This design comes from an exercise in tuning for small area, a short achievable clock period and few clock cycles on the open sky130 flow, not from production work. Function was not checked in any run shown here: the RTL went through the layout flow alone. Power figures rest on the tool's default switching activity, not on a simulated workload.

**design/flow/design.v**
```verilog
module reuleaux(input logic clk, input logic rst_n, input logic [2:0] colour,
                input logic [7:0] centre_x, input logic [6:0] centre_y, input logic [7:0] diameter,
                input logic start, output logic done,
                output logic [7:0] vga_x, output logic [6:0] vga_y,
                output logic [2:0] vga_colour, output logic vga_plot);
function automatic logic [6:0] e1f(input logic [7:0] d);
    e1f[0] = 256'h011337fc880113377eecc880113377feec880113377feecc80113377feecc880 >> d;
    e1f[1] = 256'h011337f0000113377fffffffeecc880000000113377fffffffeecc8800000000 >> d;
    e1f[2] = 256'h011337f0000113377ffffffffffffffffffffeecc88000000000000000000000 >> d;
    e1f[3] = 256'hfeecc80ffffeecc8800000000000000000000000000000000000000000000000 >> d;
    e1f[4] = 256'h0000000000000000000000000000000000000000000000000000000000000000 >> d;
    e1f[5] = 256'h0000000000000000000000000000000000000000000000000000000000000000 >> d;
    e1f[6] = 256'hfffffff000000000000000000000000000000000000000000000000000000000 >> d;
endfunction
function automatic logic [6:0] e3f(input logic [7:0] d);
    e3f[0] = 256'h7fa8faa58055015f157f57fa5feafea8fa818057055f15fe57fa7faafea0ea80 >> d;
    e3f[1] = 256'h8000000affaafea0ea80a800a00000000002ffa8faa0ea00a800800000000000 >> d;
    e3f[2] = 256'h0000000000000000000000000000000000000000000000000000000000000000 >> d;
    e3f[3] = 256'h0000000000000000000000000000000000000000000000000000000000000000 >> d;
    e3f[4] = 256'h0000000000000000000000000000000000000000000000000000000000000000 >> d;
    e3f[5] = 256'h0000000000000000000000000000000000000000000000000000000000000000 >> d;
    e3f[6] = 256'h0000000ffffffffffffffffffffffffffffc0000000000000000000000000000 >> d;
endfunction
function automatic logic [8:0] add8(input logic [7:0] a, input logic [7:0] b, input logic cin);
    logic c;
    logic [8:0] s;
    c = cin;
    for (int i = 0; i < 8; i++) begin
        s[i] = a[i] ^ b[i] ^ c;
        c    = (a[i] & b[i]) | (a[i] & c) | (b[i] & c);
    end
    s[8] = c;
    add8 = s;
endfunction
function automatic logic [8:0] sub8(input logic [7:0] a, input logic [7:0] b);
    sub8 = add8(a, ~b, 1'b1);
endfunction
function automatic logic ge8(input logic [7:0] a, input logic [7:0] b);
    logic c;
    c = 1'b1;
    for (int i = 0; i < 8; i++) c = (a[i] & ~b[i]) | (a[i] & c) | (~b[i] & c);
    ge8 = c;
endfunction
function automatic logic ge_sum(input logic [8:0] a, input logic [8:0] b, input logic [8:0] c,
                                input logic cin);
    logic [8:0] t, k;
    logic cy;
    t  = a ^ b ^ c;
    k  = (a & b) | (a & c) | (b & c);
    cy = (t[0] & cin);
    for (int i = 1; i < 9; i++) cy = (t[i] & k[i-1]) | (t[i] & cy) | (k[i-1] & cy);
    ge_sum = k[8] | cy;
endfunction
function automatic logic lt160(input logic [7:0] x);
    lt160 = !(x[7] && (x[6] || x[5]));
endfunction
localparam logic [1:0] S_IDLE = 2'd0, S_SETUP = 2'd1, S_RUN = 2'd2, S_DONE = 2'd3;
logic [1:0] st;
logic [7:0] cx_r, d_r;
logic [6:0] cy_r;
logic [7:0] x1r, x2r;             
logic       f1, f2;               
logic [6:0] y1r, y3r;             
logic [6:0] h;
logic [8:0] x1w, x2w;
assign h   = d_r[7:1];
assign x1w = add8(cx_r, {1'b0, h}, 1'b0);
assign x2w = sub8(cx_r, {1'b0, h});
logic f1_now;
assign f1_now = x2w[8];
always_ff @(posedge clk) begin
    cx_r       <= centre_x;
    cy_r       <= centre_y;
    d_r        <= diameter;
    vga_colour <= colour;
    x1r        <= x1w[7:0];
    x2r        <= x2w[7:0];
    f1         <= x2w[8];
    f2         <= !x1w[8];
    y1r        <= cy_r + {1'b0, d_r[7:2]} + e1f(d_r);
    y3r        <= cy_r - d_r[7:1] - {3'b0, d_r[7:4]} - e3f(d_r);
end
logic [7:0] ox;
logic [6:0] oy;
logic [8:0] crit;
logic       ph;                   
logic       swa;                  
logic       swc;                  
logic       swp;                  
logic       wfin;                 
logic       dec;                  
logic [6:0] noy;
logic [7:0] nox;
logic [8:0] ncrit;
logic       ndec, nstop, nswa, nswc;
logic [7:0] oyx;
assign oyx = {1'b0, oy};
assign swp = (swa & ge8({1'b0, y1r}, ox)) | swc;
always_comb begin
    logic [8:0] ca, cb;
    logic sa, sb;
    noy  = oy + 7'd1;
    ndec = !(crit[8] || crit == 9'd0);
    nox  = ndec ? ox - 8'd1 : ox;
    ca   = crit + {1'b0, oy, 1'b1};
    cb   = crit + {1'b0, oy, 1'b1} - {ox, 1'b0};
    ncrit = ndec ? cb : ca;
    sa   = ge8({1'b0, noy}, ox);
    sb   = (ox != 8'd0) && ge_sum({2'b0, noy}, 9'd1, {1'b1, ~ox}, 1'b1);    
    nstop = ndec ? sb : sa;
    if (!d_r[7] && h != 7'd0 && ge8(oyx, {1'b0, y1r}) && ge8(oyx, {1'b0, h})) nstop = 1'b1;
    nswa = swa | d_r[7] | ge_sum({2'b0, oy}, 9'd1, {2'b11, ~h}, 1'b1);    
    nswc = swc | ge_sum({2'b0, h}, 9'd1, {1'b1, ~ox}, 1'b1);             
end
logic [7:0] p, q;
assign p = ph ? {1'b0, oy} : ox;
assign q = ph ? ox : {1'b0, oy};
logic [5:0] ev;
always_comb begin
    logic [8:0] s, r;
    logic p_ge_h, p_le_2h, wa, wb, q_le_h;
    logic a1, a2, a3p, a3m, u, tp, tm;
    r       = sub8(p, {1'b0, h});
    p_ge_h  = r[8];
    p_le_2h = ge8({h, 1'b0}, p);
    wa      = p_ge_h & p_le_2h;
    s       = add8(p, {h, 1'b0}, 1'b0);       
    r       = add8(p, {1'b0, h}, 1'b0);       
    wb      = s[8] & (!r[8] || r[7:0] == 8'd0);
    r       = sub8(q, {1'b0, h});
    q_le_h  = !r[8] || r[7:0] == 8'd0;
    s   = f2 ? sub8(x1r, p) : add8(x1r, p, 1'b0);
    a1  = f1 & (f2 ? wa : wb) & lt160(s[7:0]);
    s   = f1 ? add8(x2r, p, 1'b0) : sub8(x2r, p);
    a2  = f2 & (f1 ? wa : wb) & lt160(s[7:0]);
    s   = add8(cx_r, q, 1'b0); a3p = f1 & f2 & q_le_h & lt160(s[7:0]);
    s   = sub8(cx_r, q);       a3m = f1 & f2 & q_le_h & lt160(s[7:0]);
    s   = sub8({1'b0, y1r}, q); u = s[8] & (s[6:0] < 7'd120);
    s   = add8({1'b0, y3r}, p, 1'b0); tp = !s[8] & !s[7] & (s[6:0] < 7'd120) & ge8({1'b0, s[6:0]}, {1'b0, y1r});
    s   = sub8({1'b0, y3r}, p);       tm = s[8] & (s[6:0] < 7'd120) & ge8({1'b0, s[6:0]}, {1'b0, y1r});
    ev[0] = a1 & u;      
    ev[1] = a2 & u;      
    ev[2] = a3p & tp;    
    ev[3] = a3m & tp;    
    ev[4] = a3m & tm;    
    ev[5] = a3p & tm;    
end
logic [5:0] mask, pick, rem;
logic       mph, madv;            
assign pick = mask & (~mask + 6'd1);
assign rem  = mask & ~pick;
logic [7:0] pox, pp, pq;
logic [6:0] poy;
assign pox = ox + {7'd0, madv & dec};
assign poy = oy - {6'd0, madv};
assign pp  = mph ? {1'b0, poy} : pox;
assign pq  = mph ? pox : {1'b0, poy};
logic a12, selx1, xsub, sely3, ysub;
assign a12   = |pick[1:0];
assign selx1 = pick[0];
assign xsub  = (pick[0] & f2) | (pick[1] & !f1) | pick[3] | pick[4];
assign sely3 = ~a12;
assign ysub  = a12 | pick[4] | pick[5];
logic [7:0] px_c, px_o, py_o;
logic [6:0] py_c;
logic [8:0] pxs, pys;
always_comb begin
    px_c = selx1 ? x1r : pick[1] ? x2r : cx_r;
    px_o = a12 ? pp : pq;
    py_c = sely3 ? y3r : y1r;
    py_o = a12 ? pq : pp;
    pxs  = {1'b0, px_c} + {1'b0, px_o ^ {8{xsub}}} + {8'd0, xsub};
    pys  = {2'b0, py_c} + {1'b0, py_o ^ {8{ysub}}} + {8'd0, ysub};
end
logic load, adv;
assign load = (rem == 6'd0) && !wfin;
assign adv  = ph || !swp;
always_ff @(posedge clk) begin
    vga_x <= pxs[7:0];
    vga_y <= pys[6:0];
    if (!rst_n) begin
        st       <= S_IDLE;
        done     <= 1'b0;
        vga_plot <= 1'b0;
        mask     <= 6'd0;
        wfin     <= 1'b1;
    end else begin
        case (st)
        S_IDLE: begin
            vga_plot <= 1'b0;
            mask     <= 6'd0;
            wfin     <= 1'b1;
            if (start) st <= S_SETUP;
        end
        S_SETUP: begin
            if (!f1_now && !d_r[7]) begin
                st   <= S_DONE;
                done <= 1'b1;
            end else begin
                st   <= S_RUN;
                wfin <= 1'b0;
            end
        end
        S_RUN: begin
            vga_plot <= |mask;
            if (load) begin
                mask <= ev;
                if (adv) wfin <= nstop;
            end else begin
                mask <= rem;
            end
            if (wfin && mask == 6'd0) begin
                st   <= S_DONE;
                done <= 1'b1;
            end
        end
        S_DONE: begin
            vga_plot <= 1'b0;
            if (!start) begin
                st   <= S_IDLE;
                done <= 1'b0;
            end
        end
        endcase
    end
end
always_ff @(posedge clk) begin
    if (st == S_SETUP) begin
        ox   <= d_r;
        oy   <= 7'd0;
        crit <= 9'd1 - {1'b0, d_r};
        ph   <= 1'b0;
        swa  <= d_r[7] || d_r[7:1] == 7'd0;
        swc  <= d_r[7:1] == 7'd0;
    end else if (load) begin
        mph  <= ph;
        madv <= adv;
        if (adv) begin
            ox   <= nox;
            oy   <= noy;
            crit <= ncrit;
            dec  <= ndec;
            swa  <= nswa;
            swc  <= nswc;
            ph   <= 1'b0;
        end else begin
            ph   <= 1'b1;
        end
    end
end
endmodule
```
**design/flow/flow/run.sh**
```bash
#!/bin/bash
# The standard layout (the standard.sh: standard synthesis, then ORFS to
# finish), with one change: the buffers that ORFS puts on every input and
# output port are sky130_fd_sc_hd__buf_2 instead of the resizer's default pick.
set -euo pipefail
export BUFFER_PORTS_ARGS="-buffer_cell sky130_fd_sc_hd__buf_2"
bash standard.sh > standard.log 2>&1
```
**design/flow/standard.sh**
```bash
#!/bin/bash
# synth_recipe.tcl (not shown) runs the flow's synth.tcl, then flattens the netlist and writes it again
# the make line also repeats each setting of config.mk as NAME=value (left out here)
make -C /OpenROAD-flow-scripts/flow DESIGN_CONFIG=/design/flow/config.mk WORK_HOME=/design/flow/orfs CLKGATE_MAP_FILE= SYNTH_SCRIPT=/design/flow/synth_recipe.tcl "${@:-finish}"
```
**design/flow/config.mk**
```make
export PLATFORM = sky130hd
export DESIGN_NAME = reuleaux
export DESIGN_NICKNAME = reuleaux
export VERILOG_FILES = /design/flow/design.v
export SDC_FILE = /design/flow/constraint.sdc
export NUM_CORES = 4
export LEC_CHECK = 0
export ABC_AREA = 1
export CAP_MARGIN = 20
export CORE_MARGIN = 2
export CORE_UTILIZATION = 40
export SLEW_MARGIN = 20
```
**design/flow/constraint.sdc**
```tcl
create_clock -name core_clock -period 20.0 [get_ports {clk}]
set_input_delay 4.0000 -clock core_clock [delete_from_list [all_inputs] [get_ports {clk}]]
set_output_delay 4.0000 -clock core_clock [all_outputs]
set_load 0.01 [all_outputs]
```
==> summary.txt, run 1 <==
Place
  • Placed cell areas: between 10000 and 15000 µm²
  • Port Buf Inserts: between 40 and 50
  • Detailed Place HPWL: 24.8 mm
  • Worst slack, placed: about 15 ns
  • GPL Wtd Cong: around 0.95

Clock network
  • Maximum buffer depth of the clock tree: 2
  • CTS tree: built
  • Setup Buffers After CTS: 0
  • Clock latency (worst-skew pair): 0.43 ns
  • Clock-pin slew on the worst setup and hold paths: around 0.060 ns
  • CTS sink cnt: between 100 and 150
  • CTS Root Cell: clkbuf_16
  • CTS resizes: 0
  • Depth of the CTS H-tree: 4
  • Hold bufs inserted after CTS: 0
  • Number of buffers created by CTS: 17

Synth
  • Register area share after synthesis: a little under a quarter
  • Count leader, synth: nand2_1
  • Synth top area cells: dfxtp_1 (17%), fa_1 (13%), ha_1 (12%)
  • FFs w/ async S/R, synth: 0%
  • Count of state elements after synthesis: 113
  • Post-Syn Nets: 1606
  • Mapped Avg Cell Area: 7.53 µm²
  • Synth top cells by count: nand2_1 (290), inv_1 (192), nor2_1 (110)
  • Top_reg_cell synth: dfxtp_1
  • Cell Area, Synth: about 11000 µm²
  • Synth top area share: 17.2%
  • Leading area contributor after synthesis: dfxtp_1
  • Yosys cell types: 56
  • Synth warnings: 1
  • Post-synthesis instance total: roughly 1400
  • Number of synthesized flops with an enable pin: 22

Timing
  • Post-route minimum period: around 4.9 ns
  • RSZ-0062 raised after global routing: false
  • Final hold violation count: 0
  • Slew Viols, Final: 0
  • Period utilisation layout: 24.4%
  • Worst slew pin tran: 0.983 ns
  • Slew margin rel.: between 30% and 40%
  • Worst Setup Slack, final: around 15 ns
  • Skew final: ~0.013 ns
  • Final setup fails: 0
  • Fmax: a little over 200 MHz
  • Setup TNS: 0 ns

Outcome
  • Status: complete, no violations

Global route
  • First-pass GRT wire length: between 50 and 60 mm
  • Pin count of the biggest net entering global routing: 44
  • Grt total ovfl: 0
  • Number of global-route vias before repair: roughly 9600
  • Total track usage: a little under a quarter
  • Initial antenna violation count: 0

Worst setup path
  • Critical Path Max Stage Delay: 0.33 ns
  • Cells along the critical path: buf_2
  • Worst Path Arrival: a little under 0.9 ns
  • Slowest-stage cell, CP: dfxtp_1
  • Critical Path RT: 16.00 ns
  • Startpoint Class: register
  • Buf/Inv on CP: 1
  • Peak fanout along the critical path: 2
  • Crit path max-delay family: flip-flops
  • WS Path Type: register to output port
  • Crit end category: output port

Finish
  • Post-layout instance area: between 10000 and 15000 µm²
  • Nets: roughly 1600
  • Fillers: around 2700
  • Ratio of cells with drive above 1 in the final layout: slightly above 9%
  • Area delta synth->final: 11.0%
  • # diodes: 0

Power
  • VDD IR-drop max: between 0.00008 and 0.00009 V
  • Pwr/cell area: around 160 nW/µm²
  • Power, Total: approximately 1.9 mW
  • Leak: roughly 5.6 nW

Detailed routing
  • Met2 Wirelength: ~15 mm
  • Detailed-route vias per instance: around 5.5
  • Wire per inst: 18.2 µm
  • Routed Antenna Nets: 0
  • DRC Markers: 0
  • DRT met1 WL: between 10 and 15 mm
  • 1st-iter DRT viols: ~800
  • Met3 wire len: between 2 and 2.5 mm
  • Via Count: ~10000
  • Top layer in use: met4
  • Routed wire length: ~33 mm
  • Drt first pass iters: 6

Die
  • DIE HEIGHT: between 150 and 200 µm
  • Die area: ~28000 µm²
  • Starting Density: ~40%
  • CORE AREA: ~26000 µm²
  • Rows: 59
  • # IOs: a little under 50
  • Die W: roughly 170 µm

Min path
  • HP Class: register to register

Run
  • Max cap viols: 0
-- layer usage --
layer  global-route usage, %  vias to the layer above
met2                    40.0                      408
met3                    3.80                       57
met5                       0                        -
met4                    7.68                        0
met1                    31.9                     4601
li1                        -                     4788
-- through the flow --
| step | util, % | hold WS, ns | std cells |
|---|---|---|---|
| finish | 45.2 | 0.468 | 1799 |
| global route | 45.2 | 0.488 | 1799 |
| CTS | 45.2 | 0.474 | 1799 |
| detailed placement | 43.0 | 0.459 | 1767 |
| global placement | 42.9 | 0.452 | 1766 |
| floorplan | - | 0.445 | 1410 |
-- cell usage in the layout, fill, tap and decap left out, drive strengths merged, types with 4 or more instances in the layout --
master | Yosys | layout
nor2 | 113 | 113
buf | 11 | 58
o22ai | 37 | 37
nand3 | 44 | 44
a221oi | 4 | 4
edfxtp | 22 | 22
xor2 | 49 | 49
nor3 | 11 | 11
ha | 99 | 99
clkinv | 4 | 7
clkbuf | 25 | 18
a21oi | 88 | 88
inv | 209 | 215
a22oi | 5 | 5
o211ai | 9 | 9
xnor2 | 15 | 15
o221ai | 22 | 22
fa | 68 | 68
nand2 | 297 | 297
a211oi | 4 | 4
nor4 | 4 | 4
o21ai | 120 | 120
dfxtp | 91 | 91
o21bai | 11 | 11
nand4 | 7 | 7
a31oi | 18 | 18
-- power by group --
| group | switching, mW | internal (mW) |
|---|---|---|
| registers | 0.0906 | 0.327 |
| logic | 0.745 | 0.452 |
| clock network | 0.127 | 0.188 |
-- sequential cells by signal (all words and copies together), names as in the netlist, 2 cells and up --
name        cells
vga_x           8
y1r             7
ox              8
x1r             7
x2r             8
cy_r            7
cx_r            8
crit            9
oy              7
y3r             7
st              2
mask            6
d_r             8
vga_y           7
vga_colour      3
-- final timing paths --
| kind | startpoint | to | slack (ns) | depth (start not counted) |
|---|---|---|---|---|
| max | vga_plot$_SDFFE_PN0P_ | vga_plot | 15.12 | 1 |
| min | done$_SDFFE_PN0P_ | done$_SDFFE_PN0P_ | 0.47 | 2 |
| max reg2reg | oy[0]$_SDFFE_PP0P_ | mask[1]$_SDFFE_PN0P_ | 15.21 | 23 |
| min reg2reg | done$_SDFFE_PN0P_ | done$_SDFFE_PN0P_ | 0.47 | 2 |
-- cell families after synthesis --
kind of cell | count (synthesis) | synth area share [%]
XOR/XNOR | 64 | 5.28
AO/OA/AOI/OAI | 331 | 18.9
flip-flops | 113 | 23.4
AND/OR/NAND/NOR | 484 | 18.7
buffers and inverters | 249 | 8.99
multiplexers | 2 | 0.189
adder cells (fa/ha/maj) | 167 | 24.5
-- layout make-up --
| class | count | area (µm²) | area share [%] |
|---|---|---|---|
| multi-input cells | 1048 | 7180 | 60.9 |
| flip-flops and latches | 113 | 2480 | 21.1 |
| inverters | 213 | 800 | 6.78 |
| clock buffers | 18 | 439 | 3.73 |
| well taps | 335 | 419 | 3.56 |
| repair buffers | 58 | 313 | 2.65 |
| clock inverters | 14 | 153 | 1.29 |
==> run 2: changes to the inputs <==
--- a/design/flow/design.v
+++ b/design/flow/design.v
@@ -119,17 +119,13 @@
 always_comb begin
-    logic [8:0] s, r;
-    logic p_ge_h, p_le_2h, wa, wb, q_le_h;
+    logic [8:0] s;
+    logic wa, wb, q_le_h;
     logic a1, a2, a3p, a3m, u, tp, tm;
-    r       = sub8(p, {1'b0, h});
-    p_ge_h  = r[8];
-    p_le_2h = ge8({h, 1'b0}, p);
-    wa      = p_ge_h & p_le_2h;
-    s       = add8(p, {h, 1'b0}, 1'b0);       
-    r       = add8(p, {1'b0, h}, 1'b0);       
-    wb      = s[8] & (!r[8] || r[7:0] == 8'd0);
-    r       = sub8(q, {1'b0, h});
-    q_le_h  = !r[8] || r[7:0] == 8'd0;
-    s   = f2 ? sub8(x1r, p) : add8(x1r, p, 1'b0);
+    logic [7:0] nh;
+    nh      = ~{1'b0, h} + 8'd1;                  
+    wa      = ge8(p, {1'b0, h}) & ge8({h, 1'b0}, p);
+    wb      = ge8(p, {nh[6:0], 1'b0}) & ge8(nh, p);
+    q_le_h  = ge8({1'b0, h}, q);
+    s   = add8(x1r, p ^ {8{f2}}, f2);
     a1  = f1 & (f2 ? wa : wb) & lt160(s[7:0]);
-    s   = f1 ? add8(x2r, p, 1'b0) : sub8(x2r, p);
+    s   = add8(x2r, p ^ {8{!f1}}, !f1);
     a2  = f2 & (f1 ? wa : wb) & lt160(s[7:0]);
==> summary.txt, run 2 <==
Outcome
  • Status: complete, no violations

Worst setup path
  • WS Path Type: register to output port
  • Worst Path Arrival: ~0.88 ns
  • Cells along the critical path: buf_2
  • Critical Path RT: about 16 ns
  • Startpoint Class: register
  • Crit path max-delay family: flip-flops
  • Buf/Inv on CP: 1
  • Crit end category: output port
  • Critical Path Max Stage Delay: about 0.33 ns
  • Slowest-stage cell, CP: dfxtp_1
  • R2r setup slk: roughly 15 ns
  • Peak fanout along the critical path: 2

Detailed routing
  • Routed Antenna Nets: 0
  • Wire per inst: 17.4 µm
  • DRC Markers: 0
  • Drt first pass iters: 6
  • 1st-iter DRT viols: between 900 and 1000
  • Via Count: ~9700
  • Routed wire length: 31.3 mm
  • Detailed-route vias per instance: about 5.4

Clock network
  • Clock latency (worst-skew pair): about 0.43 ns
  • Number of buffers created by CTS: 17
  • Depth of the CTS H-tree: 4
  • CTS sink cnt: ~110
  • Setup Buffers After CTS: 0
  • Clock-pin slew on the worst setup and hold paths: around 0.06 ns
  • CTS resizes: 0
  • CTS Root Cell: clkbuf_16
  • Maximum buffer depth of the clock tree: 2
  • CTS tree: built
  • Hold bufs inserted after CTS: 0

Timing
  • Final setup fails: 0
  • Worst slew pin tran: 1.07 ns
  • Final hold violation count: 0
  • Fmax: approximately 200 MHz
  • Setup TNS: 0 ns
  • Slew Viols, Final: 0
  • RSZ-0062 raised after global routing: false
  • Skew final: 0.0120 ns
  • Post-route minimum period: 4.88 ns
  • Period utilisation layout: 24.4%
  • Slew margin rel.: between 20 and 30%
  • Worst Setup Slack, final: ~15 ns

Finish
  • Post-layout instance area: 11500 µm²
  • Max FFs per register: 9
  • Ratio of cells with drive above 1 in the final layout: between 10% and 20%
  • Area delta synth->final: 10.5%
  • Reg with most FFs: crit
  • Nets: 1613
  • # diodes: 0
  • Most frequent cells in the layout: nand2_1 (318), inv_1 (188), o21ai_0 (104)
  • Commonest non-fill, non-tap cell in the layout: nand2_1
  • Share of the core filled with cells: between 40% and 50%

Die
  • DIE HEIGHT: ~170 µm
  • CORE AREA: 25800 µm²
  • Starting Density: around two fifths
  • # IOs: 49
  • Die area: around 27000 µm²
  • Die W: about 170 µm
  • Rows: between 50 and 60

Place
  • GPL Wtd Cong: roughly 0.93
  • Detailed Place HPWL: roughly 23 mm
  • Worst slack, placed: around 15 ns
  • Port Buf Inserts: 48
  • Placed cell areas: 11000 µm²

Global route
  • Initial antenna violation count: 0
  • Grt total ovfl: 0
  • Total track usage: 23.7%
  • Pin count of the biggest net entering global routing: 40
  • Number of global-route vias before repair: approximately 9000
  • First-pass GRT wire length: 49.5 mm

Synth
  • Leading area contributor after synthesis: dfxtp_1
  • Synth top cells by count: nand2_1 (318), inv_1 (188), o21ai_0 (104)
  • Post-synthesis instance total: between 1000 and 1500
  • Mapped Avg Cell Area: approximately 7.4 µm²
  • Synth top area cells: dfxtp_1 (17%), nand2_1 (11%), fa_1 (10%)
  • Yosys cell types: 60
  • Synth warnings: 1
  • Count leader, synth: nand2_1
  • Synth top area share: between 15 and 20%
  • Count of state elements after synthesis: approximately 110
  • Number of synthesized flops with an enable pin: 22
  • Cell Area, Synth: roughly 10000 µm²
  • Post-Syn Nets: between 1500 and 2000
  • FFs w/ async S/R, synth: 0%
  • Register area share after synthesis: a little under a quarter
  • Top_reg_cell synth: dfxtp_1

Power
  • Internal power: a little under 1 mW
  • Sw Share: 49.3%
  • Switch Pwr: around 940 µW
  • Combinational power share: about three fifths
  • Sequential Power Share: a little over a fifth
  • Pwr/cell area: ~170 nW/µm²
  • Power share of the clock group: about 16%
  • VDD IR-drop max: about 0.00008 V
  • Leak: 5.47 nW

Min path
  • HP Class: register to register

Run
  • Max cap viols: 0
## run 2: stage by stage
stage | power (mW) | cells | hold WS, ns
finish | 1.91 | 1797 | 0.457
global route | 2.10 | 1797 | 0.490
CTS | 1.90 | 1797 | 0.459
detailed placement | 1.58 | 1765 | 0.449
global placement | 1.55 | 1765 | 0.444
floorplan | 1.29 | 1415 | 0.445
## run 2: worst paths after layout
kind | to | start | cells after the start
worst max register to register | mask[4]$_SDFFE_PN0P_ | ph$_SDFFE_PP0P_ | 18
worst max-delay path | vga_plot | vga_plot$_SDFFE_PN0P_ | 1
worst min register to register | done$_SDFFE_PN0P_ | done$_SDFFE_PN0P_ | 2
worst min-delay path | done$_SDFFE_PN0P_ | done$_SDFFE_PN0P_ | 2
## run 2: power by group through the flow
stage	Combinational, mW	Sequential [mW]	Clock (mW)
final	1.18	0.419	0.314
after detailed placement	1.16	0.419	0
after global routing	1.34	0.426	0.329
after floorplan	0.908	0.381	0
after global placement	1.13	0.419	0
after CTS	1.17	0.414	0.318
## run 2: worst register-to-register path, cell delays in order, from the launching register on
cell and delay [ns]:
dfxtp_1 1.03, inv_2 0.25, nand2_1 0.16, nand2_1 0.16, ha_1 0.22, inv_1 0.07, fa_1 0.18, fa_1 0.16
inv_1 0.05, fa_1 0.37, fa_1 0.40, fa_1 0.39, fa_1 0.54, nor4_1 0.07, nor3_1 0.16, nand3_1 0.22
o21ai_1 0.18, nand2_1 0.06, a21oi_1 0.13
## run 2: layer usage
layer  global-route usage, %  part of all wire (%)  wire (µm)  up-vias
li1                        -                     -          -     4770
met1                    32.5                    45      14000     4508
met2                    37.7                    45      14100      376
met3                    4.45                   7.8       2440       58
met4                    7.72                   2.3        735        0
met5                       0                     0          0        -
## run 2: layout make-up
class                           instances  area, µm²
Fill cell                            2609      14300
Multi-Input combinational cell       1047       6940
Sequential cell                       113       2480
Inverter                              213        800
Clock buffer                           19        433
Tap cell                              335        419
Timing Repair Buffer                   57        308
Clock inverter                         13        158
## run 2: cell families after synthesis
| logic type | Yosys count | synth area share (%) |
|---|---|---|
| simple gates | 488 | 19.8 |
| compound gates | 342 | 19.9 |
| buf+inv | 255 | 9.73 |
| mux | 2 | 0.192 |
| xor+xnor | 80 | 6.71 |
| flops | 113 | 23.8 |
| fa+ha+maj | 135 | 19.9 |
==> run 3: changes to the inputs <==
--- a/design/flow/config.mk
+++ b/design/flow/config.mk
@@ -11,2 +11,4 @@
 export CORE_UTILIZATION = 40
+export CTS_CLUSTER_DIAMETER = 150
+export CTS_CLUSTER_SIZE = 30
 export SLEW_MARGIN = 20
==> summary.txt, run 3 <==
Finish
  • # diodes: 0
  • Ratio of cells with drive above 1 in the final layout: between 10% and 20%
  • Post-layout instance area: ~12000 µm²
  • Nets: between 1500 and 2000
  • Share of the core filled with cells: between 40 and 50%
  • Commonest non-fill, non-tap cell in the layout: nand2_1
  • Multi-input gate area: about 7000 µm²
  • Fillers: around 2600
  • Area delta synth->final: 10.5%
  • Max FFs per register: 9
  • Flip-flop and latch area: 2480 µm²
  • Most frequent cells in the layout: nand2_1 (318), inv_1 (188), o21ai_0 (104)
  • Reg with most FFs: crit

Global route
  • Grt total ovfl: 0
  • First-pass GRT wire length: ~49 mm
  • Initial antenna violation count: 0
  • Number of global-route vias before repair: roughly 9200
  • Pin count of the biggest net entering global routing: 40
  • Total track usage: 23.7%

Power
  • Switch Pwr: approximately 940 µW
  • Power share of the clock group: 16.4%
  • VDD IR-drop max: ~0.00008 V
  • Sw Share: 49.3%
  • Combinational power share: 61.6%
  • Leak: around 5.5 nW
  • Sequential Power Share: between 20% and 30%
  • Pwr/cell area: 165 nW/µm²
  • Power, Total: 1.91 mW
  • Internal power: around 970 µW

Synth
  • Post-synthesis instance total: between 1000 and 1500
  • FFs w/ async S/R, synth: 0%
  • Synth top area cells: dfxtp_1 (17%), nand2_1 (11%), fa_1 (10%)
  • Synth top area share: approximately 17%
  • Cell Area, Synth: about 10000 µm²
  • Synth top cells by count: nand2_1 (318), inv_1 (188), o21ai_0 (104)
  • Count of state elements after synthesis: ~110
  • Number of synthesized flops with an enable pin: 22
  • Post-Syn Nets: roughly 1600
  • Top_reg_cell synth: dfxtp_1
  • Mapped Avg Cell Area: approximately 7.4 µm²
  • Yosys cell types: 60
  • Leading area contributor after synthesis: dfxtp_1
  • Count leader, synth: nand2_1
  • Synth warnings: 1
  • Register area share after synthesis: 23.8%

Worst setup path
  • Reg2reg path depth: 18
  • Peak fanout along the critical path: 2
  • Crit path max-delay family: flip-flops
  • WS Path Type: register to output port
  • Crit end category: output port
  • Reg-to-reg startpoint: ph$_SDFFE_PP0P_
  • Reg-to-Reg End: mask[4]$_SDFFE_PN0P_
  • Buf/Inv on CP: 1
  • Worst Path Arrival: slightly below 0.9 ns
  • Cells along the critical path: buf_2
  • Slowest-stage cell, CP: dfxtp_1
  • Critical Path Max Stage Delay: 0.33 ns
  • R2r setup slk: roughly 15 ns
  • Crit path launch: vga_plot$_SDFFE_PN0P_
  • Startpoint Class: register
  • Critical Path RT: around 16 ns

Place
  • Detailed Place HPWL: 23.3 mm
  • Placed cell areas: approximately 11000 µm²
  • GPL Wtd Cong: between 0.9 and 1
  • Port Buf Inserts: 48

Timing
  • Skew final: roughly 0.012 ns
  • Final hold violation count: 0
  • RSZ-0062 raised after global routing: false
  • Fmax: 205 MHz
  • Setup TNS: 0 ns
  • Hold Slack: around 0.46 ns
  • Final setup fails: 0
  • Worst slew pin tran: roughly 1.1 ns
  • Slew Viols, Final: 0
  • Period utilisation layout: about a quarter
  • Slew margin rel.: between 20 and 30%
  • Post-route minimum period: 4.88 ns

Detailed routing
  • Via Count: between 9000 and 10000
  • Wire per inst: 17.4 µm
  • Routed Antenna Nets: 0
  • DRC Markers: 0
  • Drt first pass iters: 6
  • Detailed-route vias per instance: roughly 5.4
  • Routed wire length: roughly 31 mm
  • 1st-iter DRT viols: approximately 970

Clock network
  • CTS Root Cell: clkbuf_16
  • Maximum buffer depth of the clock tree: 2
  • CTS tree: built
  • Clock-pin slew on the worst setup and hold paths: ~0.060 ns
  • Hold bufs inserted after CTS: 0
  • CTS sink cnt: ~110
  • Clock latency (worst-skew pair): 0.43 ns
  • Number of buffers created by CTS: 17
  • Setup Buffers After CTS: 0
  • CTS resizes: 0
  • Depth of the CTS H-tree: 4

Die
  • # IOs: 49
  • Die W: 166 µm
  • CORE AREA: between 20000 and 30000 µm²
  • Rows: 59
  • Die area: 27400 µm²
  • DIE HEIGHT: ~170 µm
  • Starting Density: 40.4%

Min path
  • Hold_sp: done$_SDFFE_PN0P_
  • Worst hold path endpoint: done$_SDFFE_PN0P_
  • HP Class: register to register
  • Worst hold path depth: 2

Run
  • Max cap viols: 0

Outcome
  • Status: complete, no violations
[run 3: cell counts after synthesis]
No cell type changed its count.
[run 3: worst max path at each step]
stage / end / slack, ns / depth (start not counted)
after floorplan: st[0]$_SDFFE_PN0P_ / 15.36 / 4
after CTS: vga_plot / 15.11 / 1
after detailed placement: st[0]$_SDFFE_PN0P_ / 15.16 / 5
after global placement: st[0]$_SDFFE_PN0P_ / 15.18 / 5
final: vga_plot / 15.12 / 1
after global routing: mask[4]$_SDFFE_PN0P_ / 14.67 / 18
[run 3: layer usage]
metal / vias to the layer above / share of wire [%] / track usage, %
li1: 4770 / - / -
met5: - / 0 / 0
met1: 4508 / 45 / 32.5
met4: 0 / 2.3 / 7.72
met3: 58 / 7.8 / 4.45
met2: 376 / 45 / 37.7
[run 3: kinds of logic after synthesis]
group | count (synthesis) | synth area share (%)
AOI/OAI and AO/OA | 342 | 19.9
xor gates and xnor gates | 80 | 6.71
adders and majority gates | 135 | 19.9
buffers and inverters | 255 | 9.73
DFF | 113 | 23.8
muxes | 2 | 0.192
and+or+nand+nor | 488 | 19.8
[run 3: per-stage QoR]
step / worst slack, ns / cells
final: 15.12 / 1797
after global routing: 14.67 / 1797
after CTS: 15.11 / 1797
after detailed placement: 15.16 / 1765
after global placement: 15.18 / 1765
after floorplan: 15.36 / 1415
[run 3: power by group through the flow]
stage / logic (mW) / registers, mW / clock network [mW]
5_1_grt: 1.34 / 0.426 / 0.329
2_1_floorplan: 0.908 / 0.381 / 0
3_5_place_dp: 1.16 / 0.419 / 0
4_1_cts: 1.17 / 0.414 / 0.318
3_3_place_gp: 1.13 / 0.419 / 0
6_report: 1.18 / 0.419 / 0.314
[run 3: cell type report]
class                           count  share of cell area [%]
Multi-Input combinational cell   1047                    60.2
Sequential cell                   113                    21.5
Inverter                          213                    6.93
Clock buffer                       19                    3.75
Tap cell                          335                    3.63
Timing Repair Buffer               57                    2.67
Clock inverter                     13                    1.37
==> run 4: changes to the inputs <==
--- a/design/flow/design.v
+++ b/design/flow/design.v
@@ -99,16 +99,10 @@
 always_comb begin
-    logic [8:0] ca, cb;
-    logic sa, sb;
-    noy  = oy + 7'd1;
-    ndec = !(crit[8] || crit == 9'd0);
-    nox  = ndec ? ox - 8'd1 : ox;
-    ca   = crit + {1'b0, oy, 1'b1};
-    cb   = crit + {1'b0, oy, 1'b1} - {ox, 1'b0};
-    ncrit = ndec ? cb : ca;
-    sa   = ge8({1'b0, noy}, ox);
-    sb   = (ox != 8'd0) && ge_sum({2'b0, noy}, 9'd1, {1'b1, ~ox}, 1'b1);    
-    nstop = ndec ? sb : sa;
+    noy   = oy + 7'd1;
+    ndec  = !(crit[8] || crit == 9'd0);
+    nox   = ndec ? ox - 8'd1 : ox;
+    ncrit = crit + {1'b0, oy, 1'b1} - (ndec ? {ox, 1'b0} : 9'd0);
+    nstop = ge8({1'b0, noy}, nox);
     if (!d_r[7] && h != 7'd0 && ge8(oyx, {1'b0, y1r}) && ge8(oyx, {1'b0, h})) nstop = 1'b1;
-    nswa = swa | d_r[7] | ge_sum({2'b0, oy}, 9'd1, {2'b11, ~h}, 1'b1);    
-    nswc = swc | ge_sum({2'b0, h}, 9'd1, {1'b1, ~ox}, 1'b1);             
+    nswa = swa | d_r[7] | ge8({1'b0, noy}, {1'b0, h});
+    nswc = swc | ge8({1'b0, h}, nox);
 end
@@ -133,3 +127,3 @@
     s   = sub8(cx_r, q);       a3m = f1 & f2 & q_le_h & lt160(s[7:0]);
-    s   = sub8({1'b0, y1r}, q); u = s[8] & (s[6:0] < 7'd120);
+    u   = ge8({1'b0, y1r}, q) & (y1r[6:3] != 4'hf || q[7:3] != 5'd0 || q[2:0] > y1r[2:0]);
     s   = add8({1'b0, y3r}, p, 1'b0); tp = !s[8] & !s[7] & (s[6:0] < 7'd120) & ge8({1'b0, s[6:0]}, {1'b0, y1r});
@@ -147,3 +141,3 @@
 assign rem  = mask & ~pick;
-logic [7:0] pox, pp, pq;
+logic [7:0] pox;
 logic [6:0] poy;
@@ -151,4 +145,2 @@
 assign poy = oy - {6'd0, madv};
-assign pp  = mph ? {1'b0, poy} : pox;
-assign pq  = mph ? pox : {1'b0, poy};
 logic a12, selx1, xsub, sely3, ysub;
@@ -164,5 +156,5 @@
     px_c = selx1 ? x1r : pick[1] ? x2r : cx_r;
-    px_o = a12 ? pp : pq;
+    px_o = (a12 ^ mph) ? pox : {1'b0, poy};
     py_c = sely3 ? y3r : y1r;
-    py_o = a12 ? pq : pp;
+    py_o = (a12 ^ mph) ? {1'b0, poy} : pox;
     pxs  = {1'b0, px_c} + {1'b0, px_o ^ {8{xsub}}} + {8'd0, xsub};
--- a/design/flow/config.mk
+++ b/design/flow/config.mk
@@ -11,4 +11,2 @@
 export CORE_UTILIZATION = 40
-export CTS_CLUSTER_DIAMETER = 150
-export CTS_CLUSTER_SIZE = 30
 export SLEW_MARGIN = 20
==> summary.txt, run 4 <==
Detailed routing
  • DRC Markers: 0
  • Via Count: a little under 10000
  • Routed Antenna Nets: 0
  • Drt first pass iters: 6
  • Wire per inst: around 17 µm
  • 1st-iter DRT viols: 880
  • Detailed-route vias per instance: between 5 and 6
  • Routed wire length: a little over 30 mm

Worst setup path
  • Worst Path Arrival: between 0.8 and 0.9 ns
  • Crit end category: output port
  • Critical Path RT: 16.00 ns
  • Reg2reg path depth: 19
  • Peak fanout along the critical path: 2
  • Slowest-stage cell, CP: dfxtp_1
  • Cells along the critical path: buf_2
  • Cell depth of the worst setup path: 1
  • Buf/Inv on CP: 1
  • Crit path max-delay family: flip-flops
  • Startpoint Class: register
  • Critical Path Max Stage Delay: approximately 0.33 ns
  • WS Path Type: register to output port

Finish
  • Ratio of cells with drive above 1 in the final layout: between 8 and 9%
  • Commonest non-fill, non-tap cell in the layout: nand2_1
  • Share of the core filled with cells: approximately 45%
  • Most frequent cells in the layout: nand2_1 (330), inv_1 (238), o21ai_0 (119)
  • Fillers: roughly 2500
  • Area delta synth->final: 10.9%
  • Max FFs per register: 9
  • Nets: 1612
  • Reg with most FFs: crit

Synth
  • Register area share after synthesis: 24.5%
  • Post-synthesis instance total: 1430
  • Top_reg_cell synth: dfxtp_1
  • Count leader, synth: nand2_1
  • Cell Area, Synth: between 10000 and 15000 µm²
  • Leading area contributor after synthesis: dfxtp_1
  • Number of synthesized flops with an enable pin: 22
  • Synth top cells by count: nand2_1 (330), inv_1 (238), o21ai_0 (119)
  • Post-Syn Nets: roughly 1600
  • Synth top area share: between 10% and 20%
  • Synth top area cells: dfxtp_1 (18%), nand2_1 (12%), fa_1 (10%)
  • Mapped Avg Cell Area: 7.10 µm²
  • Count of state elements after synthesis: approximately 110
  • Synth warnings: 1
  • FFs w/ async S/R, synth: 0%
  • Yosys cell types: 54

Global route
  • Number of global-route vias before repair: around 9200
  • Initial antenna violation count: 0
  • First-pass GRT wire length: ~49 mm
  • Total track usage: 24.0%
  • Pin count of the biggest net entering global routing: 34
  • Grt total ovfl: 0

Place
  • GPL Wtd Cong: 0.966
  • Detailed Place HPWL: 23.4 mm
  • Port Buf Inserts: 48

Clock network
  • CTS sink cnt: 113
  • Hold bufs inserted after CTS: 0
  • Number of buffers created by CTS: 17
  • Depth of the CTS H-tree: 4
  • CTS tree: built
  • Setup Buffers After CTS: 0
  • CTS resizes: 0
  • Clock latency (worst-skew pair): 0.43 ns
  • Maximum buffer depth of the clock tree: 2
  • CTS Root Cell: clkbuf_16
  • Clock-pin slew on the worst setup and hold paths: about 0.06 ns

Timing
  • Setup TNS: 0 ns
  • RSZ-0062 raised after global routing: false
  • Worst slew pin tran: between 0.9 and 1 ns
  • Final setup fails: 0
  • Skew final: about 0.014 ns
  • Post-route minimum period: 4.88 ns
  • Fmax: between 200 and 250 MHz
  • Slew margin rel.: between 30 and 40%
  • Slew Viols, Final: 0
  • Period utilisation layout: between 20% and 30%
  • Final hold violation count: 0
  • Hold Slack: between 0.4 and 0.5 ns

Min path
  • HP Class: register to register
  • Worst hold path depth: 2

Power
  • Pwr/cell area: ~180 nW/µm²
  • VDD IR-drop max: roughly 0.000065 V
  • Leak: about 5.6 nW

Die
  • DIE HEIGHT: 163 µm
  • Rows: 58
  • # IOs: slightly below 50
  • Starting Density: 40.5%
  • Die area: roughly 27000 µm²
  • Die W: ~160 µm
  • CORE AREA: approximately 25000 µm²

Outcome
  • Status: complete, no violations

Run
  • Max cap viols: 0
[run 4: changes by cell type in the layout (fill, tap and decap cells not counted), sizes merged, moves of 10 or more]
cell    delta
a21oi     -16
clkinv    +10
ha        -16
inv       +31
nor2      +14
o211ai    -12
o22ai     +10
[run 4: path summary, 6_finish.rpt]
path | start | end | slack (ns)
min | done$_SDFFE_PN0P_ | done$_SDFFE_PN0P_ | 0.45
max | done$_SDFFE_PN0P_ | done | 15.12
max reg2reg | ph$_SDFFE_PP0P_ | mask[4]$_SDFFE_PN0P_ | 15.37
min reg2reg | done$_SDFFE_PN0P_ | done$_SDFFE_PN0P_ | 0.45
[run 4: layout make-up]
cell class / instances / area, µm² / area share (%)
diodes: 1 / 2.50 / 0.0222
clock buffers: 19 / 464 / 4.12
multi-input cells: 1022 / 6490 / 57.6
repair buffers: 58 / 315 / 2.80
inverters: 251 / 942 / 8.37
flip-flops and latches: 113 / 2480 / 22.1
clock inverters: 13 / 148 / 1.31
well taps: 330 / 413 / 3.67
[run 4: kinds of logic after synthesis]
kind of cell | synth area share (%)
DFF | 24.5
buffers and inverters | 11.6
AOI/OAI and AO/OA | 17.5
adders and majority gates | 18.8
and+or+nand+nor | 21.0
xor gates and xnor gates | 6.56
[run 4: per-stage QoR]
stage	power, mW	area (µm²)	setup slack, ns	std cells
finish	1.99	11300	15.12	1807
global route	2.20	11300	15.08	1806
CTS	1.98	11300	15.10	1806
detailed placement	1.66	10600	15.10	1774
global placement	1.64	10600	15.11	1774
floorplan	1.35	10100	15.26	1430
[run 4: worst reg2reg max path: stages, from the launching register on]
cell and delay (ns):
dfxtp_1 0.33, buf_4 0.33, inv_1 0.25, nand2_1 0.16
nand2_1 0.19, ha_1 0.24, inv_1 0.06, fa_1 0.17
fa_1 0.16, inv_1 0.05, fa_1 0.39, fa_1 0.39
fa_1 0.41, fa_1 0.55, nor4_1 0.07, nor4_1 0.28
nand2_1 0.12, o21ai_0 0.20, nand2_1 0.07, a21oi_1 0.13
[run 4: per-layer routing]
metal	vias to the layer above	global-route usage, %	wire, µm
met5	-	0	0
met1	4520	32.7	13900
met4	0	8.81	803
met3	61	3.89	2350
li1	4717	-	-
met2	413	38.4	13800
[run 4: power breakdown]
group	switching, mW	internal (mW)
Combinational	0.794	0.469
Clock	0.120	0.196
Sequential	0.0793	0.333
Total	0.993	0.998
==> run 5: changes to the inputs <==
--- a/design/flow/config.mk
+++ b/design/flow/config.mk
@@ -11,2 +11,3 @@
 export CORE_UTILIZATION = 40
+export CTS_BUF_LIST = sky130_fd_sc_hd__clkbuf_8
 export SLEW_MARGIN = 20
==> summary.txt, run 5 <==
Synth
  • FFs w/ async S/R, synth: 0%
  • Synth top area share: between 15 and 20%
  • Top_reg_cell synth: dfxtp_1
  • Count of state elements after synthesis: between 100 and 150
  • Register area share after synthesis: roughly 24%
  • Count leader, synth: nand2_1
  • Post-synthesis instance total: 1430
  • Mapped Avg Cell Area: 7.10 µm²
  • Synth warnings: 1
  • Number of synthesized flops with an enable pin: 22
  • Yosys cell types: between 50 and 60
  • Synth top area cells: dfxtp_1 (18%), nand2_1 (12%), fa_1 (10%)
  • Cell Area, Synth: 10100 µm²
  • Synth top cells by count: nand2_1 (330), inv_1 (238), o21ai_0 (119)
  • Post-Syn Nets: ~1600
  • Leading area contributor after synthesis: dfxtp_1

Die
  • # IOs: 49
  • Die area: ~27000 µm²
  • DIE HEIGHT: about 160 µm
  • Die W: roughly 160 µm
  • Rows: between 50 and 60
  • CORE AREA: between 20000 and 30000 µm²
  • Starting Density: between 40 and 50%

Power
  • Switch Pwr: 983 µW
  • VDD IR-drop max: roughly 0.000064 V
  • Combinational power share: 66.1%
  • Sequential Power Share: ~22%
  • Sw Share: 51.4%
  • Power share of the clock group: between 10% and 20%
  • Leak: about 5.5 nW
  • Internal power: around 930 µW
  • Pwr/cell area: about 170 nW/µm²

Finish
  • Reg with most FFs: crit
  • Post-layout instance area: ~11000 µm²
  • Max FFs per register: 9
  • Ratio of cells with drive above 1 in the final layout: under 10%
  • # diodes: 0
  • Most frequent cells in the layout: nand2_1 (330), inv_1 (238), o21ai_0 (119)
  • Nets: between 1500 and 2000
  • Share of the core filled with cells: between 40 and 50%
  • Commonest non-fill, non-tap cell in the layout: nand2_1
  • Area delta synth->final: 9.01%

Place
  • GPL Wtd Cong: 0.966
  • Placed cell areas: 10600 µm²
  • Port Buf Inserts: 48
  • Detailed Place HPWL: around 23 mm
  • Worst slack, placed: 15.10 ns

Detailed routing
  • 1st-iter DRT viols: around 810
  • Drt first pass iters: 5
  • Routed Antenna Nets: 0
  • Via Count: just under 10000
  • DRC Markers: 0
  • Wire per inst: between 15 and 20 µm
  • Detailed-route vias per instance: about 5.4
  • Routed wire length: roughly 30 mm

Worst setup path
  • Crit path max-delay family: flip-flops
  • Cells along the critical path: buf_2
  • Slowest-stage cell, CP: dfxtp_1
  • Worst Path Arrival: roughly 0.9 ns
  • Startpoint Class: register
  • WS Path Type: register to output port
  • Crit end category: output port
  • Buf/Inv on CP: 1
  • Critical Path Max Stage Delay: 0.34 ns
  • Peak fanout along the critical path: 2
  • Critical Path RT: between 15 and 20 ns

Timing
  • Worst Setup Slack, final: roughly 15 ns
  • Post-route minimum period: 4.91 ns
  • Fmax: roughly 200 MHz
  • Slew Viols, Final: 0
  • RSZ-0062 raised after global routing: false
  • Period utilisation layout: 24.6%
  • Final hold violation count: 0
  • Final setup fails: 0
  • Worst slew pin tran: about 0.94 ns
  • Slew margin rel.: 37.5%
  • Skew final: about 0.014 ns
  • Setup TNS: 0 ns
  • Hold Slack: 0.451 ns

Clock network
  • CTS Root Cell: clkbuf_8
  • Depth of the CTS H-tree: 4
  • Hold bufs inserted after CTS: 0
  • CTS resizes: 0
  • CTS tree: built
  • Number of buffers created by CTS: 17
  • Maximum buffer depth of the clock tree: 2
  • Clock-pin slew on the worst setup and hold paths: approximately 0.080 ns
  • CTS sink cnt: roughly 110
  • Clock latency (worst-skew pair): 0.45 ns
  • Setup Buffers After CTS: 0

Global route
  • Pin count of the biggest net entering global routing: 34
  • First-pass GRT wire length: ~49 mm
  • Initial antenna violation count: 0
  • Number of global-route vias before repair: approximately 9000
  • Grt total ovfl: 0
  • Total track usage: between 20% and 30%

Min path
  • HP Class: register to register

Run
  • Max cap viols: 0

Outcome
  • Status: complete, no violations
## run 5: area by class of cell
cell class / count / area, µm²
Clock buffer: 18 / 248
Clock inverter: 14 / 178
Fill cell: 2556 / 14000
Inverter: 251 / 942
Multi-Input combinational cell: 1022 / 6490
Sequential cell: 113 / 2480
Tap cell: 330 / 413
Timing Repair Buffer: 58 / 315
## run 5: worst paths after layout
path | from | cells past startpoint | slack (ns) | endpoint
max | done$_SDFFE_PN0P_ | 1 | 15.09 | done
min | done$_SDFFE_PN0P_ | 2 | 0.45 | done$_SDFFE_PN0P_
max reg2reg | ph$_SDFFE_PP0P_ | 19 | 15.36 | mask[4]$_SDFFE_PN0P_
min reg2reg | done$_SDFFE_PN0P_ | 2 | 0.45 | done$_SDFFE_PN0P_
## run 5: metrics by stage
stage,cells,total power [mW]
final,1806,1.91
after global routing,1806,2.12
after CTS,1806,1.90
after detailed placement,1774,1.66
after global placement,1774,1.64
after floorplan,1430,1.35
## run 5: routing by layer
layer / vias to the layer above / GRT usage, % / wire length, µm
li1: 4714 / - / -
met1: 4505 / 32.5 / 13700
met2: 452 / 38.5 / 13800
met3: 61 / 4.24 / 2590
met4: 0 / 7.24 / 708
met5: - / 0 / 0
## run 5: cell families (layout without fill, tap and decap cells)
logic type	Yosys count	after routing	synth area share, %
compound gates	304	304	17.5
fa+ha+maj	121	121	18.8
buf+inv	295	341	11.6
flops	113	113	24.5
xor+xnor	76	76	6.56
simple gates	521	521	21.0
## run 5: power by group through the flow
stage,Clock (mW),Combinational (mW),Sequential (mW)
after floorplan,0,0.960,0.388
after global placement,0,1.23,0.414
after detailed placement,0,1.24,0.414
after CTS,0.242,1.25,0.410
after global routing,0.251,1.45,0.418
final,0.237,1.26,0.412
## run 5: worst reg2reg max path, cell delays in order, from the launching register on
cell and delay (ns):
dfxtp_1 0.34, buf_4 0.33, inv_1 0.26, nand2_1 0.16, nand2_1 0.19, ha_1 0.24, inv_1 0.06, fa_1 0.17
fa_1 0.17, inv_1 0.05, fa_1 0.40, fa_1 0.40, fa_1 0.41, fa_1 0.55, nor4_1 0.07, nor4_1 0.28
nand2_1 0.12, o21ai_0 0.19, nand2_1 0.07, a21oi_1 0.13
==> run 6: changes to the inputs <==
--- a/design/flow/design.v
+++ b/design/flow/design.v
@@ -130,8 +130,8 @@
     s   = sub8({1'b0, y3r}, p);       tm = s[8] & (s[6:0] < 7'd120) & ge8({1'b0, s[6:0]}, {1'b0, y1r});
-    ev[0] = a1 & u;      
-    ev[1] = a2 & u;      
-    ev[2] = a3p & tp;    
-    ev[3] = a3m & tp;    
-    ev[4] = a3m & tm;    
-    ev[5] = a3p & tm;    
+    ev[0] = a1 & u;                             
+    ev[1] = a2 & u & !(f1 & f2 & p == {1'b0, h});   
+    ev[2] = a3p & tp;                           
+    ev[3] = a3m & tp & (q != 8'd0);             
+    ev[4] = a3m & tm & (q != 8'd0);             
+    ev[5] = a3p & tm;                           
 end
@@ -139,3 +139,4 @@
 logic       mph, madv;            
-assign pick = mask & (~mask + 6'd1);
+assign pick = {mask[5] & ~|mask[4:0], mask[4] & ~|mask[3:0], mask[3] & ~|mask[2:0],
+               mask[2] & ~|mask[1:0], mask[1] & ~mask[0], mask[0]};
 assign rem  = mask & ~pick;
--- a/design/flow/config.mk
+++ b/design/flow/config.mk
@@ -11,3 +11,2 @@
 export CORE_UTILIZATION = 40
-export CTS_BUF_LIST = sky130_fd_sc_hd__clkbuf_8
 export SLEW_MARGIN = 20
==> summary.txt, run 6 <==
Clock network
  • Clock-pin slew on the worst setup and hold paths: around 0.060 ns
  • CTS sink cnt: roughly 110
  • Depth of the CTS H-tree: 4
  • Number of buffers created by CTS: 17
  • Maximum buffer depth of the clock tree: 2
  • Setup Buffers After CTS: 0
  • Clock latency (worst-skew pair): 0.43 ns
  • Hold bufs inserted after CTS: 0
  • CTS Root Cell: clkbuf_16
  • CTS resizes: 0
  • CTS tree: built

Detailed routing
  • Wire per inst: between 15 and 20 µm
  • Routed Antenna Nets: 0
  • Detailed-route vias per instance: 5.35
  • 1st-iter DRT viols: around 880
  • Routed wire length: between 30 and 40 mm
  • DRC Markers: 0
  • Via Count: between 9000 and 10000
  • Drt first pass iters: 5

Worst setup path
  • Reg2reg path depth: 19
  • Critical Path RT: 16.00 ns
  • Crit path max-delay family: flip-flops
  • Startpoint Class: register
  • Reg-to-Reg End: y3r[6]$_DFF_P_
  • WS Path Type: register to output port
  • R2r setup slk: between 15 and 20 ns
  • Worst Path Arrival: around 0.9 ns
  • Peak fanout along the critical path: 2
  • Critical Path Max Stage Delay: 0.32 ns
  • Buf/Inv on CP: 1
  • Slowest-stage cell, CP: dfxtp_1
  • Crit end category: output port
  • Cells along the critical path: buf_2
  • Reg-to-reg startpoint: d_r[2]$_DFF_P_

Finish
  • Share of the core filled with cells: between 40% and 50%
  • Reg with most FFs: crit
  • Fillers: around 2500
  • Max FFs per register: 9
  • Multi-input gate area: about 6700 µm²
  • # diodes: 0
  • Post-layout instance area: approximately 11000 µm²
  • Nets: around 1600
  • Commonest non-fill, non-tap cell in the layout: nand2_1
  • Ratio of cells with drive above 1 in the final layout: 10.5%
  • Flip-flop and latch area: 2480 µm²
  • Area delta synth->final: 10.9%
  • Most frequent cells in the layout: nand2_1 (299), inv_1 (202), o21ai_0 (102)

Timing
  • Fmax: roughly 210 MHz
  • Final setup fails: 0
  • Final hold violation count: 0
  • Period utilisation layout: between 20% and 30%
  • RSZ-0062 raised after global routing: false
  • Skew final: approximately 0.0097 ns
  • Slew margin rel.: a little over a third
  • Worst slew pin tran: 0.951 ns
  • Setup TNS: 0 ns
  • Post-route minimum period: between 4 and 5 ns
  • Slew Viols, Final: 0

Synth
  • Mapped Avg Cell Area: 7.36 µm²
  • Cell Area, Synth: between 10000 and 15000 µm²
  • Register area share after synthesis: between 20% and 30%
  • Top_reg_cell synth: dfxtp_1
  • Synth warnings: 1
  • Count leader, synth: nand2_1
  • FFs w/ async S/R, synth: 0%
  • Yosys cell types: 64
  • Synth top area share: between 10% and 20%
  • Post-Syn Nets: around 1500
  • Synth top cells by count: nand2_1 (299), inv_1 (202), o21ai_0 (102)
  • Post-synthesis instance total: 1391
  • Count of state elements after synthesis: between 100 and 150
  • Synth top area cells: dfxtp_1 (18%), nand2_1 (11%), fa_1 (10%)
  • Leading area contributor after synthesis: dfxtp_1
  • Number of synthesized flops with an enable pin: 22

Global route
  • Number of global-route vias before repair: just over 9000
  • Pin count of the biggest net entering global routing: 32
  • Initial antenna violation count: 0
  • Grt total ovfl: 0
  • Total track usage: about a quarter
  • First-pass GRT wire length: 48.5 mm

Min path
  • Hold_sp: done$_SDFFE_PN0P_
  • Worst hold path endpoint: done$_SDFFE_PN0P_
  • HP Class: register to register
  • Worst hold path depth: 2

Die
  • # IOs: a little under 50
  • CORE AREA: between 20000 and 30000 µm²
  • Die area: about 27000 µm²
  • Rows: 58
  • DIE HEIGHT: 164 µm
  • Die W: about 160 µm
  • Starting Density: roughly two fifths

Power
  • Pwr/cell area: 177 nW/µm²
  • Leak: roughly 5.5 nW
  • VDD IR-drop max: ~0.000074 V
  • Power, Total: between 2 and 2.5 mW

Run
  • Max cap viols: 0

Place
  • Port Buf Inserts: 48
  • GPL Wtd Cong: 0.943
  • Placed cell areas: 10800 µm²
  • Detailed Place HPWL: about 23 mm

Outcome
  • Status: complete, no violations
==> run 6: where the power goes <==
| part | switching [mW] | total [mW] | internal [mW] | leakage (nW) |
|---|---|---|---|---|
| Clock | 0.129 | 0.316 | 0.187 | 0.292 |
| Combinational | 0.789 | 1.27 | 0.484 | 4.19 |
| Sequential | 0.0840 | 0.419 | 0.335 | 0.967 |
| Total | 1.00 | 2.01 | 1.01 | 5.45 |
==> run 6: cell families (layout without fill, tap and decap cells) <==
logic type	Yosys count	after routing	synth area share, %
xor gates and xnor gates	79	79	6.83
adders and majority gates	131	131	19.8
DFF	113	113	24.2
AOI/OAI and AO/OA	309	309	18.3
and+or+nand+nor	489	489	20.4
buffers and inverters	270	315	10.4
==> run 6: how the worst max path moves through the flow <==
stage	from	end	cells past startpoint
after detailed placement	start	st[0]$_SDFFE_PN0P_	5
final	done$_SDFFE_PN0P_	done	1
after global routing	done$_SDFFE_PN0P_	done	1
after floorplan	start	st[0]$_SDFFE_PN0P_	4
after global placement	start	st[0]$_SDFFE_PN0P_	5
after CTS	done$_SDFFE_PN0P_	done	1
==> run 6: per-stage QoR <==
| step | cells | hold WS [ns] | setup WS (ns) |
|---|---|---|---|
| 2_1_floorplan | 1391 | 0.409 | 15.31 |
| 3_3_place_gp | 1734 | 0.448 | 15.11 |
| 3_5_place_dp | 1734 | 0.457 | 15.11 |
| 4_1_cts | 1766 | 0.466 | 15.10 |
| 5_1_grt | 1766 | 0.482 | 15.08 |
| 6_report | 1766 | 0.459 | 15.12 |
==> run 6: layout make-up <==
| cell class | instances | share of cell area [%] |
|---|---|---|
| timing repair buffer | 58 | 2.78 |
| tap | 330 | 3.63 |
| clock buffer | 17 | 3.74 |
| sequential | 113 | 21.9 |
| clock inverter | 15 | 1.52 |
| multi-input combinational | 1008 | 59.0 |
| inverter | 225 | 7.43 |
==> run 6: per-layer routing <==
metal / wire, µm / vias to the layer above / global-route usage, %
met3: 2090 / 49 / 3.94
met5: 0 / - / 0
li1: - / 4654 / -
met2: 13800 / 337 / 38.0
met1: 14100 / 4404 / 32.4
met4: 649 / 0 / 7.02
==> run 7: changes to the inputs <==
--- a/design/flow/config.mk
+++ b/design/flow/config.mk
@@ -11,2 +11,3 @@
 export CORE_UTILIZATION = 40
+export CTS_BUF_LIST = sky130_fd_sc_hd__clkbuf_8
 export SLEW_MARGIN = 20
==> summary.txt, run 7 <==
Outcome
  • Status: complete, no violations

Global route
  • First-pass GRT wire length: about 48 mm
  • Grt total ovfl: 0
  • Total track usage: a little under a quarter
  • Number of global-route vias before repair: between 9000 and 10000
  • Pin count of the biggest net entering global routing: 32
  • Initial antenna violation count: 1

Timing
  • Fmax: around 200 MHz
  • Worst slew pin tran: roughly 0.95 ns
  • Slew margin rel.: 36.3%
  • Setup TNS: 0 ns
  • RSZ-0062 raised after global routing: false
  • Final hold violation count: 0
  • Skew final: around 0.013 ns
  • Post-route minimum period: 4.93 ns
  • Final setup fails: 0
  • Period utilisation layout: around a quarter
  • Slew Viols, Final: 0

Finish
  • Area delta synth->final: 9.05%
  • Flip-flop and latch area: between 2000 and 2500 µm²
  • Max FFs per register: 9
  • Nets: approximately 1600
  • Ratio of cells with drive above 1 in the final layout: 10.5%
  • Most frequent cells in the layout: nand2_1 (299), inv_1 (202), o21ai_0 (102)
  • Multi-input gate area: around 6700 µm²
  • Fillers: between 2000 and 3000
  • Post-layout instance area: ~11000 µm²
  • Final Non-Filler Cells: about 1800
  • Share of the core filled with cells: between 40% and 50%
  • Commonest non-fill, non-tap cell in the layout: nand2_1
  • Reg with most FFs: crit

Place
  • Port Buf Inserts: between 40 and 50
  • Placed Cells incl. Taps: roughly 1700
  • Detailed Place HPWL: around 23 mm
  • GPL Wtd Cong: between 0.9 and 1
  • Placed cell areas: approximately 11000 µm²

Worst setup path
  • Cells along the critical path: buf_2
  • Slowest-stage cell, CP: dfxtp_1
  • Peak fanout along the critical path: 2
  • Crit path max-delay family: flip-flops
  • Buf/Inv on CP: 1
  • R2r setup slk: about 16 ns
  • Critical Path RT: 16.00 ns
  • WS Path Type: register to output port
  • Worst Path Arrival: approximately 0.93 ns
  • Crit end category: output port
  • Critical Path Max Stage Delay: 0.33 ns
  • Startpoint Class: register

Synth
  • Synth warnings: 1
  • Synth top area cells: dfxtp_1 (18%), nand2_1 (11%), fa_1 (10%)
  • Register area share after synthesis: 24.2%
  • Cell Area, Synth: about 10000 µm²
  • Post-Syn Nets: between 1500 and 2000
  • FFs w/ async S/R, synth: 0%
  • Synth top cells by count: nand2_1 (299), inv_1 (202), o21ai_0 (102)
  • Count of state elements after synthesis: between 100 and 150
  • Mapped Avg Cell Area: around 7.4 µm²
  • Yosys cell types: 64
  • Synth top area share: approximately 18%
  • Leading area contributor after synthesis: dfxtp_1
  • Count leader, synth: nand2_1
  • Post-synthesis instance total: roughly 1400
  • Top_reg_cell synth: dfxtp_1
  • Number of synthesized flops with an enable pin: 22

Power
  • Power, Total: between 1.5 and 2 mW
  • Leak: 5.37 nW
  • Pwr/cell area: between 150 and 200 nW/µm²
  • VDD IR-drop max: ~0.000073 V

Clock network
  • Clock-pin slew on the worst setup and hold paths: 0.08 ns
  • CTS sink cnt: 113
  • Clock latency (worst-skew pair): 0.47 ns
  • CTS resizes: 0
  • Setup Buffers After CTS: 0
  • CTS Root Cell: clkbuf_8
  • CTS tree: built
  • Hold bufs inserted after CTS: 0
  • Depth of the CTS H-tree: 4
  • Number of buffers created by CTS: 17
  • Maximum buffer depth of the clock tree: 2

Die
  • CORE AREA: about 25000 µm²
  • Rows: 58
  • Die area: between 20000 and 30000 µm²
  • # IOs: 49
  • Starting Density: about two fifths
  • Die W: 164 µm
  • DIE HEIGHT: 164 µm

Detailed routing
  • 1st-iter DRT viols: 890
  • Via Count: approximately 9400
  • Routed wire length: about 30 mm
  • Wire per inst: 17.2 µm
  • DRC Markers: 0
  • Routed Antenna Nets: 0
  • Drt first pass iters: 5
  • Detailed-route vias per instance: 5.34

Min path
  • HP Class: register to register

Run
  • Max cap viols: 0
==> run 7: per-layer routing <==
layer | share of wire [%] | global-route usage [%] | vias to the layer above
met1 | 45 | 31.3 | 4385
li1 | - | - | 4639
met2 | 45 | 37.5 | 356
met3 | 8.4 | 5.88 | 56
met5 | 0 | 0 | -
met4 | 2.4 | 7.54 | 0
==> run 7: cell type report <==
cell class	count	share of cell area, %
diodes	1	0.0224
clock buffers	17	2.09
clock inverters	15	1.55
inverters	225	7.56
multi-input cells	1008	60.0
flip-flops and latches	113	22.2
well taps	330	3.70
repair buffers	58	2.82
==> run 7: logic make-up after synthesis <==
family	Yosys count	synth area share [%]
buf+inv	270	10.4
compound gates	309	18.3
simple gates	489	20.4
flops	113	24.2
xor+xnor	79	6.83
fa+ha+maj	131	19.8
==> run 7: report_power, final <==
part,switching (mW),internal [mW]
Combinational,0.787,0.484
Clock,0.118,0.115
Sequential,0.0841,0.335
Total,0.989,0.933
==> run 7: stage by stage <==
| stage | setup slack (ns) | hold WS [ns] |
|---|---|---|
| 3_3_place_gp | 15.11 | 0.448 |
| 4_1_cts | 15.04 | 0.470 |
| 3_5_place_dp | 15.11 | 0.457 |
| 6_report | 15.07 | 0.463 |
| 2_1_floorplan | 15.31 | 0.409 |
| 5_1_grt | 15.01 | 0.486 |
==> run 7: worst paths after layout <==
| check | to | cells after the start | from |
|---|---|---|---|
| setup / recovery | done | 1 | done$_SDFFE_PN0P_ |
| setup reg to reg | y3r[6]$_DFF_P_ | 19 | d_r[2]$_DFF_P_ |
| hold reg to reg | done$_SDFFE_PN0P_ | 2 | done$_SDFFE_PN0P_ |
| hold / removal | done$_SDFFE_PN0P_ | 2 | done$_SDFFE_PN0P_ |

-- afterwards: timing with drivers on the ports --
How much do the figures lean on ideal ports? The routed layouts below were timed once more, with nothing changed but the port constraints. Step 1 (the two cells are an assumption about what drives the block):
set clk [get_ports {clk}]
set_driving_cell -lib_cell sky130_fd_sc_hd__clkbuf_16 $clk
set_driving_cell -lib_cell sky130_fd_sc_hd__buf_2 [delete_from_list [all_inputs] $clk]
Step 2 adds t to the input delays and takes it off the output delays; t is the mean of the earliest and latest rising clock arrival at the registers after step 1. Input paths then give back, and output paths get back, about the clock's delay inside the block. Slacks: no drivers / after step 1 / after step 2; pairs: no drivers / after step 1.
| run | t (ns) | setup slack, ns | hold slack, ns | worst register clock-pin slew, ns | worst slew at a driven data input, ns |
|---|---|---|---|---|---|
| run 1 | 0.469 | 15.120 / 15.073 / 15.140 | 0.468 / 0.468 / 0.468 | 0.07 / 0.07 | 0.03 |
| run 2 | 0.472 | 15.120 / 15.073 / 15.121 | 0.457 / 0.457 / 0.457 | 0.06 / 0.06 | 0.04 |
| run 3 | 0.472 | 15.120 / 15.073 / 15.121 | 0.457 / 0.457 / 0.457 | 0.06 / 0.06 | 0.04 |
| run 4 | 0.470 | 15.119 / 15.071 / 15.105 | 0.448 / 0.448 / 0.448 | 0.06 / 0.06 | 0.03 |
| run 5 | 0.484 | 15.086 / 15.045 / 15.118 | 0.451 / 0.451 / 0.451 | 0.08 / 0.08 | 0.03 |
| run 6 | 0.473 | 15.123 / 15.075 / 15.107 | 0.459 / 0.459 / 0.459 | 0.06 / 0.06 | 0.03 |
| run 7 | 0.510 | 15.069 / 15.025 / 15.111 | 0.463 / 0.463 / 0.463 | 0.08 / 0.08 | 0.03 |
After both steps every run listed still meets setup and hold. The setup slack of run 6, which loses most, moves by -0.048 ns with the drivers and by -0.016 ns with both steps.
